This design comes from an exercise in tuning for small area on the open sky130 flow, not from production work.
At most, simulation tests tie the RTL to the original design; equivalence was not proved.
The flow treats the clock pin as an ideal source. Dropping or thinning the clock tree relies on that and would not hold on a real chip.
Power figures rest on the tool's default switching activity, not on a simulated workload.

==> module House, before the edit <==
module House (
    input  wire clk,
    input  wire reset,
    input  wire rx,
    output wire tx,
    input  wire motion_detected,
    input  wire TopeA,
    input  wire TopeB,
    output reg  motor_up,
    output reg  motor_down,
    output reg  buzzer,
    output wire led1,
    output wire led2,
    output wire led3
);
    reg       rbusy;
    reg [8:0] rcnt;
    reg [3:0] rph;
    reg [4:0] rdat;             
    wire rterm = (rcnt == 9'h10e);
    wire rlast = ~rph[3] & rph[2] & ~rph[1];           
    wire pub   = rbusy & rterm & rlast;
    wire rsamp = rph[3];
    always @(posedge clk or posedge reset)
        if (reset)
            rbusy <= 1'b0;
        else if (!rbusy)
            rbusy <= ~rx;
        else if (rterm & rlast)
            rbusy <= 1'b0;
    always @(posedge clk) begin
        if (!rbusy | rterm)
            rcnt <= 9'd0;
        else
            rcnt <= {rcnt[7:0], ~(rcnt[8] ^ rcnt[4])};
        if (!rbusy)
            rph <= 4'b0110;
        else if (rterm)
            rph <= {rph[2:0], ~(rph[2] & (rph[1] ^ rph[3]))};
        if (rbusy & rterm & rsamp)
            rdat <= {rx, rdat[4:1]};
    end
    reg p1, p2, p3;
    reg [2:0] lcmd;
    always @(posedge clk or posedge reset)
        if (reset) begin
            p1 <= 1'b0;
            p2 <= 1'b0;
            p3 <= 1'b0;
            motor_up <= 1'b0;
            motor_down <= 1'b0;
            lcmd <= 3'b000;
            buzzer <= 1'b0;
        end else begin
            p1 <= pub;
            p2 <= p1;
            p3 <= p2;
            if (p2) begin
                motor_up   <= rdat[0] & ~rdat[1];
                motor_down <= rdat[1] & ~rdat[0];
            end
            if (p3)
                lcmd <= rdat[4:2];
            buzzer <= motion_detected;
        end
    reg [14:0] lq;
    reg        ltog;
    wire lwrap = (lq == 15'h4144);
    always @(posedge clk or posedge reset)
        if (reset) begin
            lq   <= 15'h00a6;
            ltog <= 1'b0;
        end else begin
            lq   <= {lq[13:4], lq[3] ^ lwrap, lq[2:0], lq[14] ^ lq[3]};
            ltog <= ltog ^ lwrap;
        end
    wire [2:0] leds = (lcmd != 3'b000) ? lcmd : {3{ltog}};
    assign led1 = leds[0];
    assign led2 = leds[1];
    assign led3 = leds[2];
    reg [3:0] tph;
    reg [8:0] tcnt;
    reg [4:0] tdat;             
    wire tterm  = (tcnt == 9'h10e);
    wire tnever = (~tph[1] & ~tph[2] & ~tph[3]);
    wire tgap   = (~tph[1] & ~tph[2] & tph[3]);
    wire tp9    = (~tph[0] & ~tph[1]);
    wire tfb    = (tph[0] & ~tph[3]) | (~tph[1] & ~tph[2]) | (~tph[0] & tph[3]);
    wire tstart = tgap | (tnever & p1);
    wire ttope  = (tp9 & (tcnt == 9'h187)) |
                  (tnever & rbusy & rlast & (rcnt == 9'h187));
    always @(posedge clk or posedge reset)
        if (reset)
            tph <= 4'b0001;
        else if (tstart | (~tnever & tterm))
            tph <= {tph[2:0], tfb};
    always @(posedge clk) begin
        if (tnever | tgap | tterm)
            tcnt <= 9'd0;
        else
            tcnt <= {tcnt[7:0], ~(tcnt[8] ^ tcnt[4])};
        if (ttope)
            tdat[1:0] <= {TopeA, TopeB};
        if (tstart)
            tdat[4:2] <= leds;
    end
    assign tx = ((~tph[1] & ~tph[2])) | (((~tph[0] & ~tph[2])) & tdat[0]) | (((~tph[1] & tph[2] & ~tph[3])) & tdat[1]) | (((tph[0] & tph[1] & ~tph[2] & tph[3])) & tdat[2]) | (((~tph[0] & ~tph[3])) & tdat[3]) | (((~tph[0] & ~tph[1])) & tdat[4]);
endmodule
clock: 10.0 ns
lec_check: 0
cap_margin: 0
core_margin: 2
core_utilization: 40
slew_margin: 0
standard.sh (not shown) runs the stock make flow with config.mk's settings and CLKGATE_MAP_FILE= SYNTH_SCRIPT=/design/flow/synth_recipe.tcl, a recipe that flattens the netlist after the stock synthesis.
==> flow/flow/run.sh <==
#!/bin/bash
# The standard layout (standard.sh) with these changes:
#  - synthesis: the standard flow's own script, but Yosys's ABC step maps the logic with
#    an area-oriented script (flow/abc_area.script); registers are untouched
#  - port buffers are sky130_fd_sc_hd__buf_1
#  - clock tree: flow/small_cts.tcl replaces TritonCTS
# Every tool's output goes to logs under orfs/logs and to standard.log.
set -euo pipefail
W=$PWD
{
  echo "proc abc {args} {"
  echo "  set i [lsearch \$args -script]"
  echo "  if {\$i >= 0} { lset args [expr {\$i + 1}] $W/flow/abc_area.script }"
  echo "  yosys abc {*}\$args"
  echo "}"
  cat synth_recipe.tcl
} > my_synth.tcl
sed "s#SYNTH_SCRIPT=[^ ]*#SYNTH_SCRIPT=$W/my_synth.tcl#" standard.sh > my_standard.sh
grep -q "SYNTH_SCRIPT=$W/my_synth.tcl" my_standard.sh
export BUFFER_PORTS_ARGS="-buffer_cell sky130_fd_sc_hd__buf_1"
export PRE_CTS_TCL=$W/flow/small_cts.tcl
bash my_standard.sh > standard.log 2>&1
Other scripts of this flow, unchanged in this note and not shown: flow/flow/abc_area.script, flow/flow/small_cts.tcl
Edit:
--- a/flow/design.v
+++ b/flow/design.v
@@ -16,37 +16,32 @@
     output reg  motor_down,
     output reg  buzzer,
     output wire led1,
     output wire led2,
     output wire led3
 );
-    reg       rbusy;
+    reg [3:0] rph;
     reg [8:0] rcnt;
-    reg [3:0] rph;
     reg [4:0] rdat;             
     wire rterm = (rcnt == 9'h10e);
-    wire rlast = ~rph[3] & rph[2] & ~rph[1];           
-    wire pub   = rbusy & rterm & rlast;
-    wire rsamp = rph[3];
+    wire ridle = (~rph[0] & rph[1] & rph[2]);
+    wire rlast = (rph[0] & rph[1] & rph[2]);
+    wire rsamp = (~rph[1] & ~rph[2]) | (~rph[2] & ~rph[3]);
+    wire rfb   = (~rph[2] & ~rph[3]) | (~rph[0] & ~rph[1] & rph[3]);
+    wire pub   = rlast & rterm;
     always @(posedge clk or posedge reset)
         if (reset)
-            rbusy <= 1'b0;
-        else if (!rbusy)
-            rbusy <= ~rx;
-        else if (rterm & rlast)
-            rbusy <= 1'b0;
+            rph <= 4'b1110;
+        else if (ridle ? ~rx : rterm)
+            rph <= {rph[2:0], rfb};
     always @(posedge clk) begin
-        if (!rbusy | rterm)
+        if (ridle | rterm)
             rcnt <= 9'd0;
         else
             rcnt <= {rcnt[7:0], ~(rcnt[8] ^ rcnt[4])};
-        if (!rbusy)
-            rph <= 4'b0110;
-        else if (rterm)
-            rph <= {rph[2:0], ~(rph[2] & (rph[1] ^ rph[3]))};
-        if (rbusy & rterm & rsamp)
+        if (rterm & rsamp)
             rdat <= {rx, rdat[4:1]};
     end
     reg p1, p2, p3;
     reg [2:0] lcmd;
     always @(posedge clk or posedge reset)
         if (reset) begin
@@ -91,13 +86,13 @@
     wire tnever = (~tph[1] & ~tph[2] & ~tph[3]);
     wire tgap   = (~tph[1] & ~tph[2] & tph[3]);
     wire tp9    = (~tph[0] & ~tph[1]);
     wire tfb    = (tph[0] & ~tph[3]) | (~tph[1] & ~tph[2]) | (~tph[0] & tph[3]);
     wire tstart = tgap | (tnever & p1);
     wire ttope  = (tp9 & (tcnt == 9'h187)) |
-                  (tnever & rbusy & rlast & (rcnt == 9'h187));
+                  (tnever & rlast & (rcnt == 9'h187));
     always @(posedge clk or posedge reset)
         if (reset)
             tph <= 4'b0001;
         else if (tstart | (~tnever & tterm))
             tph <= {tph[2:0], tfb};
     always @(posedge clk) begin
Effect: The new run finished with timing, DRC and antenna clean. Area after synthesis fell by about 0.3%. Total power goes down by about 1.4%. Synthesized cell count falls by 1.9%. Fmax drops by 4.5%. Setup slack loses 150 ps.
No run of this note takes its clock network from TritonCTS; it comes from the design's own scripts or RTL.

---

Setup of run a:
The RTL this note starts from:
==> flow/design.v <==
`timescale 1ns / 1ps
`timescale 1ns / 1ps
`timescale 1ns / 1ps
`timescale 1ns / 1ps
`timescale 1ns / 1ps
`timescale 1ns / 1ps
module House (
    input  wire clk,
    input  wire reset,
    input  wire rx,
    output wire tx,
    input  wire motion_detected,
    input  wire TopeA,
    input  wire TopeB,
    output reg  motor_up,
    output reg  motor_down,
    output reg  buzzer,
    output wire led1,
    output wire led2,
    output wire led3
);
    reg       rbusy;
    reg [8:0] rcnt;
    reg [3:0] rph;
    reg [4:0] rdat;             
    wire rterm = (rcnt == 9'h10e);
    wire rlast = ~rph[3] & rph[2] & ~rph[1];           
    wire pub   = rbusy & rterm & rlast;
    wire rsamp = rph[3];
    always @(posedge clk or posedge reset)
        if (reset)
            rbusy <= 1'b0;
        else if (!rbusy)
            rbusy <= ~rx;
        else if (rterm & rlast)
            rbusy <= 1'b0;
    always @(posedge clk) begin
        if (!rbusy | rterm)
            rcnt <= 9'd0;
        else
            rcnt <= {rcnt[7:0], ~(rcnt[8] ^ rcnt[4])};
        if (!rbusy)
            rph <= 4'b0110;
        else if (rterm)
            rph <= {rph[2:0], ~(rph[2] & (rph[1] ^ rph[3]))};
        if (rbusy & rterm & rsamp)
            rdat <= {rx, rdat[4:1]};
    end
    reg p1, p2, p3;
    reg [2:0] lcmd;
    always @(posedge clk or posedge reset)
        if (reset) begin
            p1 <= 1'b0;
            p2 <= 1'b0;
            p3 <= 1'b0;
            motor_up <= 1'b0;
            motor_down <= 1'b0;
            lcmd <= 3'b000;
            buzzer <= 1'b0;
        end else begin
            p1 <= pub;
            p2 <= p1;
            p3 <= p2;
            if (p2) begin
                motor_up   <= rdat[0] & ~rdat[1];
                motor_down <= rdat[1] & ~rdat[0];
            end
            if (p3)
                lcmd <= rdat[4:2];
            buzzer <= motion_detected;
        end
    reg [14:0] lq;
    reg        ltog;
    wire lwrap = (lq == 15'h4144);
    always @(posedge clk or posedge reset)
        if (reset) begin
            lq   <= 15'h00a6;
            ltog <= 1'b0;
        end else begin
            lq   <= {lq[13:4], lq[3] ^ lwrap, lq[2:0], lq[14] ^ lq[3]};
            ltog <= ltog ^ lwrap;
        end
    wire [2:0] leds = (lcmd != 3'b000) ? lcmd : {3{ltog}};
    assign led1 = leds[0];
    assign led2 = leds[1];
    assign led3 = leds[2];
    reg [3:0] tph;
    reg [8:0] tcnt;
    reg [4:0] tdat;             
    wire tterm  = (tcnt == 9'h10e);
    wire tnever = (~tph[0] & tph[1] & tph[2] & ~tph[3]);
    wire tgap   = (tph[1] & tph[2] & tph[3]);
    wire tp9    = (tph[0] & tph[1] & tph[2]);
    wire tfb    = (~tph[2] & ~tph[3]) | (~tph[0] & ~tph[1] & tph[3]);
    wire tstart = tgap | (tnever & p1);
    wire ttope  = (tp9 & (tcnt == 9'h187)) |
                  (tnever & rbusy & rlast & (rcnt == 9'h187));
    always @(posedge clk or posedge reset)
        if (reset)
            tph <= 4'b0110;
        else if (tstart | (~tnever & tterm))
            tph <= {tph[2:0], tfb};
    always @(posedge clk) begin
        if (tnever | tgap | tterm)
            tcnt <= 9'd0;
        else
            tcnt <= {tcnt[7:0], ~(tcnt[8] ^ tcnt[4])};
        if (ttope)
            tdat[1:0] <= {TopeA, TopeB};
        if (tstart)
            tdat[4:2] <= leds;
    end
    assign tx = ((~tph[0] & tph[1] & tph[2])) | (((~tph[0] & ~tph[1] & ~tph[3])) & tdat[0]) | (((~tph[0] & ~tph[1] & ~tph[2])) & tdat[1]) | (((~tph[1] & ~tph[2] & ~tph[3])) & tdat[2]) | (((tph[0] & tph[1] & ~tph[2])) & tdat[3]) | (((tph[0] & tph[1] & tph[2])) & tdat[4]);
endmodule
Settings: LEC_CHECK=0, CAP_MARGIN=0, CORE_MARGIN=2, CORE_UTILIZATION=40, SLEW_MARGIN=0; clock period 10.0 ns.
==> flow/flow/run.sh <==
#!/bin/bash
# The standard layout (standard.sh) with these changes:
#  - synthesis: the standard flow's own script, but Yosys's ABC step maps the logic with
#    an area-oriented script (flow/abc_area.script); registers are untouched
#  - port buffers are sky130_fd_sc_hd__buf_1
#  - clock tree: clkbuf_4 buffers only, no dummy loads
# Every tool's output goes to logs under orfs/logs and to standard.log.
set -euo pipefail
W=$PWD
{
  echo "proc abc {args} {"
  echo "  set i [lsearch \$args -script]"
  echo "  if {\$i >= 0} { lset args [expr {\$i + 1}] $W/flow/abc_area.script }"
  echo "  yosys abc {*}\$args"
  echo "}"
  cat synth_recipe.tcl
} > my_synth.tcl
sed "s#SYNTH_SCRIPT=[^ ]*#SYNTH_SCRIPT=$W/my_synth.tcl#" standard.sh > my_standard.sh
grep -q "SYNTH_SCRIPT=$W/my_synth.tcl" my_standard.sh
export BUFFER_PORTS_ARGS="-buffer_cell sky130_fd_sc_hd__buf_1"
export CTS_ARGS="-sink_clustering_enable -repair_clock_nets -dont_use_dummy_load -buf_list sky130_fd_sc_hd__clkbuf_4"
bash my_standard.sh > standard.log 2>&1
==> flow/flow/abc_area.script <==
strash
ifraig
scorr
dc2
strash
&get -n
&st
&syn2
&dch -f
&nf -R 1000
&put
topo
dnsize -c
Run a finished every stage and its layout cleared the timing, design-rule and antenna checks.
Changes in run b relative to run a:
--- a/flow/design.v
+++ b/flow/design.v
@@ -85,30 +85,30 @@
     assign led2 = leds[1];
     assign led3 = leds[2];
     reg [3:0] tph;
     reg [8:0] tcnt;
     reg [4:0] tdat;             
     wire tterm  = (tcnt == 9'h10e);
-    wire tnever = (~tph[0] & tph[1] & tph[2] & ~tph[3]);
-    wire tgap   = (tph[1] & tph[2] & tph[3]);
-    wire tp9    = (tph[0] & tph[1] & tph[2]);
-    wire tfb    = (~tph[2] & ~tph[3]) | (~tph[0] & ~tph[1] & tph[3]);
+    wire tnever = (~tph[1] & ~tph[2] & ~tph[3]);
+    wire tgap   = (~tph[1] & ~tph[2] & tph[3]);
+    wire tp9    = (~tph[0] & ~tph[1]);
+    wire tfb    = (tph[0] & ~tph[3]) | (~tph[1] & ~tph[2]) | (~tph[0] & tph[3]);
     wire tstart = tgap | (tnever & p1);
     wire ttope  = (tp9 & (tcnt == 9'h187)) |
                   (tnever & rbusy & rlast & (rcnt == 9'h187));
     always @(posedge clk or posedge reset)
         if (reset)
-            tph <= 4'b0110;
+            tph <= 4'b0001;
         else if (tstart | (~tnever & tterm))
             tph <= {tph[2:0], tfb};
     always @(posedge clk) begin
         if (tnever | tgap | tterm)
             tcnt <= 9'd0;
         else
             tcnt <= {tcnt[7:0], ~(tcnt[8] ^ tcnt[4])};
         if (ttope)
             tdat[1:0] <= {TopeA, TopeB};
         if (tstart)
             tdat[4:2] <= leds;
     end
-    assign tx = ((~tph[0] & tph[1] & tph[2])) | (((~tph[0] & ~tph[1] & ~tph[3])) & tdat[0]) | (((~tph[0] & ~tph[1] & ~tph[2])) & tdat[1]) | (((~tph[1] & ~tph[2] & ~tph[3])) & tdat[2]) | (((tph[0] & tph[1] & ~tph[2])) & tdat[3]) | (((tph[0] & tph[1] & tph[2])) & tdat[4]);
+    assign tx = ((~tph[1] & ~tph[2])) | (((~tph[0] & ~tph[2])) & tdat[0]) | (((~tph[1] & tph[2] & ~tph[3])) & tdat[1]) | (((tph[0] & tph[1] & ~tph[2] & tph[3])) & tdat[2]) | (((~tph[0] & ~tph[3])) & tdat[3]) | (((~tph[0] & ~tph[1])) & tdat[4]);
 endmodule
### Flow results
Run b went all the way through the flow, and no timing, DRC or antenna check failed. When the final numbers for run a and run b were put side by side, the synthesized cell count turned out to be smaller in run a. Going from run a to run b, area after synthesis now sits lower; placeable core region now sits lower. Total power: run b vs run a — no meaningful difference. | sequential power | run b vs run a | ≈ equal |. Run comparison: run a worst-path cell with the longest stage delay dfstp_2; run b worst-path cell with the longest stage delay dfrtp_1. Run a -> run b: part of the power in the clock network flat. The worst setup slack reported for run b is greater than that of run a by 0.11 ns. Run b ended up with more standard cells than run a.
Function not checked in run a: the RTL went through the layout flow alone.

---

Another version of the RTL of House (not shown whole).
For scale: about 13 I/O pins.
==> module House, before the edit <==
module House (
    input  wire clk,
    input  wire reset,
    input  wire rx,
    output wire tx,
    input  wire motion_detected,
    input  wire TopeA,
    input  wire TopeB,
    output reg  motor_up,
    output reg  motor_down,
    output reg  buzzer,
    output wire led1,
    output wire led2,
    output wire led3
);
    reg       rbusy;
    reg [8:0] rcnt;
    reg [3:0] rph;
    reg [4:0] rdat;             
    wire rterm = (rcnt == 9'h10e);
    wire rlast = rph[3] & rph[0];                      
    wire pub   = rbusy & rterm & rlast;
    wire rsamp = (rph == 4'd1) | (rph == 4'd2) | (rph == 4'd6) |
                 (rph == 4'd7) | (rph == 4'd8);
    always @(posedge clk or posedge reset)
        if (reset)
            rbusy <= 1'b0;
        else if (!rbusy)
            rbusy <= ~rx;
        else if (rterm & rlast)
            rbusy <= 1'b0;
    always @(posedge clk) begin
        if (!rbusy | rterm)
            rcnt <= 9'd0;
        else
            rcnt <= {rcnt[7:0], ~(rcnt[8] ^ rcnt[4])};
        if (!rbusy)
            rph <= 4'd0;
        else if (rterm)
            rph <= rph + 4'd1;
        if (rbusy & rterm & rsamp)
            rdat <= {rx, rdat[4:1]};
    end
    reg p1, p2, p3;
    reg [2:0] lcmd;
    always @(posedge clk or posedge reset)
        if (reset) begin
            p1 <= 1'b0;
            p2 <= 1'b0;
            p3 <= 1'b0;
            motor_up <= 1'b0;
            motor_down <= 1'b0;
            lcmd <= 3'b000;
            buzzer <= 1'b0;
        end else begin
            p1 <= pub;
            p2 <= p1;
            p3 <= p2;
            if (p2) begin
                motor_up   <= rdat[0] & ~rdat[1];
                motor_down <= rdat[1] & ~rdat[0];
            end
            if (p3)
                lcmd <= rdat[4:2];
            buzzer <= motion_detected;
        end
    reg [14:0] lq;
    reg        ltog;
    wire lwrap = (lq == 15'h4144);
    always @(posedge clk or posedge reset)
        if (reset) begin
            lq   <= 15'h00a6;
            ltog <= 1'b0;
        end else begin
            lq   <= {lq[13:4], lq[3] ^ lwrap, lq[2:0], lq[14] ^ lq[3]};
            ltog <= ltog ^ lwrap;
        end
    wire [2:0] leds = (lcmd != 3'b000) ? lcmd : {3{ltog}};
    assign led1 = leds[0];
    assign led2 = leds[1];
    assign led3 = leds[2];
    reg [3:0] tph;
    reg [8:0] tcnt;
    reg [4:0] tdat;             
    wire tterm  = (tcnt == 9'h10e);
    wire tnever = (tph == 4'd15);
    wire tgap   = (tph == 4'd10);
    wire tstart = tgap | (tnever & p1);
    wire ttope  = ((tph == 4'd9) & (tcnt == 9'h187)) |
                  (tnever & rbusy & rlast & (rcnt == 9'h187));
    always @(posedge clk or posedge reset)
        if (reset)
            tph <= 4'd15;
        else if (tstart)
            tph <= 4'd0;
        else if (!tnever & tterm)
            tph <= tph + 4'd1;
    always @(posedge clk) begin
        if (tnever | tgap | tterm)
            tcnt <= 9'd0;
        else
            tcnt <= {tcnt[7:0], ~(tcnt[8] ^ tcnt[4])};
        if (ttope)
            tdat[1:0] <= {TopeA, TopeB};
        if (tstart)
            tdat[4:2] <= leds;
    end
    reg tbit;
    always @(*)
        case (tph)
            4'd5:    tbit = tdat[0];
            4'd6:    tbit = tdat[1];
            4'd7:    tbit = tdat[2];
            4'd8:    tbit = tdat[3];
            4'd9:    tbit = tdat[4];
            4'd10,
            4'd15:   tbit = 1'b1;
            default: tbit = 1'b0;
        endcase
    assign tx = tbit;
endmodule
make LEC_CHECK=0 CAP_MARGIN=20 CORE_MARGIN=2 CORE_UTILIZATION=40 SLEW_MARGIN=20 finish   # period 10.0 ns
run.sh (not shown) runs the stock make flow with config.mk's settings and CLKGATE_MAP_FILE= SYNTH_SCRIPT=/design/flow/synth_recipe.tcl, a recipe that flattens the netlist after the stock synthesis.
Stock flow here: none of the scripts above is used.
Next try:
--- a/flow/design.v
+++ b/flow/design.v
@@ -21,11 +21,11 @@
 );
     reg       rbusy;
     reg [8:0] rcnt;
     reg [3:0] rph;
     reg [4:0] rdat;             
-    wire rterm = (rcnt == 9'h10e);
+    wire rterm = (rcnt == 9'd324);
     wire rlast = rph[3] & rph[0];                      
     wire pub   = rbusy & rterm & rlast;
     wire rsamp = (rph == 4'd1) | (rph == 4'd2) | (rph == 4'd6) |
                  (rph == 4'd7) | (rph == 4'd8);
     always @(posedge clk or posedge reset)
@@ -34,68 +34,69 @@
         else if (!rbusy)
             rbusy <= ~rx;
         else if (rterm & rlast)
             rbusy <= 1'b0;
     always @(posedge clk) begin
-        if (!rbusy | rterm)
+        if (!rbusy) begin
             rcnt <= 9'd0;
-        else
-            rcnt <= {rcnt[7:0], ~(rcnt[8] ^ rcnt[4])};
-        if (!rbusy)
-            rph <= 4'd0;
-        else if (rterm)
-            rph <= rph + 4'd1;
+            rph  <= 4'd0;
+        end else if (rterm) begin
+            rcnt <= 9'd0;
+            rph  <= rph + 4'd1;
+        end else
+            rcnt <= rcnt + 9'd1;
         if (rbusy & rterm & rsamp)
             rdat <= {rx, rdat[4:1]};
     end
     reg p1, p2, p3;
     reg [2:0] lcmd;
+    always @(posedge clk)
+        p1 <= pub;
     always @(posedge clk or posedge reset)
         if (reset) begin
-            p1 <= 1'b0;
             p2 <= 1'b0;
             p3 <= 1'b0;
             motor_up <= 1'b0;
             motor_down <= 1'b0;
             lcmd <= 3'b000;
             buzzer <= 1'b0;
         end else begin
-            p1 <= pub;
             p2 <= p1;
             p3 <= p2;
             if (p2) begin
                 motor_up   <= rdat[0] & ~rdat[1];
                 motor_down <= rdat[1] & ~rdat[0];
             end
             if (p3)
                 lcmd <= rdat[4:2];
             buzzer <= motion_detected;
         end
-    reg [14:0] lq;
+    reg [14:0] lcnt;
     reg        ltog;
-    wire lwrap = (lq == 15'h4144);
+    wire lwrap = (lcnt == 15'd29999);
     always @(posedge clk or posedge reset)
         if (reset) begin
-            lq   <= 15'h00a6;
+            lcnt <= 15'h7ffe;
             ltog <= 1'b0;
         end else begin
-            lq   <= {lq[13:4], lq[3] ^ lwrap, lq[2:0], lq[14] ^ lq[3]};
-            ltog <= ltog ^ lwrap;
+            lcnt <= lwrap ? 15'd0 : lcnt + 15'd1;
+            if (lwrap)
+                ltog <= ~ltog;
         end
     wire [2:0] leds = (lcmd != 3'b000) ? lcmd : {3{ltog}};
     assign led1 = leds[0];
     assign led2 = leds[1];
     assign led3 = leds[2];
     reg [3:0] tph;
     reg [8:0] tcnt;
     reg [4:0] tdat;             
-    wire tterm  = (tcnt == 9'h10e);
+    wire tterm  = (tcnt == 9'd324);
     wire tnever = (tph == 4'd15);
     wire tgap   = (tph == 4'd10);
     wire tstart = tgap | (tnever & p1);
-    wire ttope  = ((tph == 4'd9) & (tcnt == 9'h187)) |
-                  (tnever & rbusy & rlast & (rcnt == 9'h187));
+    wire ttope  = ((tph == 4'd9) & (tcnt == 9'd323)) |
+                  (tnever & rbusy & rlast & (rcnt == 9'd323));
     always @(posedge clk or posedge reset)
         if (reset)
             tph <= 4'd15;
         else if (tstart)
             tph <= 4'd0;
@@ -103,11 +104,11 @@
             tph <= tph + 4'd1;
     always @(posedge clk) begin
         if (tnever | tgap | tterm)
             tcnt <= 9'd0;
         else
-            tcnt <= {tcnt[7:0], ~(tcnt[8] ^ tcnt[4])};
+            tcnt <= tcnt + 9'd1;
         if (ttope)
             tdat[1:0] <= {TopeA, TopeB};
         if (tstart)
             tdat[4:2] <= leds;
     end
The changed run finished clean.
Maximum frequency is lower by 1.9%.
Area after synthesis is higher by 23%.
Clock skew is about the same.
Non-clock buffer count is higher by 3.
Final area is higher by 20%.
Core utilization is lower by 1.2 points.
Setup slack loses 0.082 ns.
Cell count is higher by 39%.
Clock power is lower by 9.4%.
Wire length is higher by 21%.
Global-route usage is lower by 1.2 points.
Clock-buffer cell count is higher by 2.
Power is lower by 4.5%.

## separate check: timing with driven ports
The flow's constraints put no driver on any port. The routed layouts listed below were extracted and timed again, unchanged, in two steps. Step 1: set_driving_cell puts a clkbuf_16 on clk and a buf_2 on each other input, an assumption about the parent block. Step 2 moves the port delays by t, midway between the first and last clock arrival at a register: inputs arrive t later, outputs are due t later. That takes back most of the time a late clock gives input paths. a / b / c = ideal ports / drivers / drivers and shift; a / b = the first two.
| run | t (ns) | setup WS [ns] | worst setup path after step 2 | pins driven straight from the clock port |
|---|---|---|---|---|
| the first run of note 1 | 0.206 | 6.760 / 6.718 / 6.924 | register to output | 2 |
| the second run of note 1 | 0.211 | 6.606 / 6.559 / 6.770 | register to output | 2 |
| run a | 0.404 | 6.338 / 6.312 / 6.717 | register to output | 1 |
| run b | 0.406 | 6.443 / 6.420 / 6.826 | register to output | 1 |
| the first run of note 3 | 0.355 | 5.778 / 5.750 / 6.105 | register to output | 1 |
| the second run of note 3 | 0.355 | 5.696 / 5.670 / 6.025 | register to output | 1 |
After both steps setup and hold are still met in every run listed.
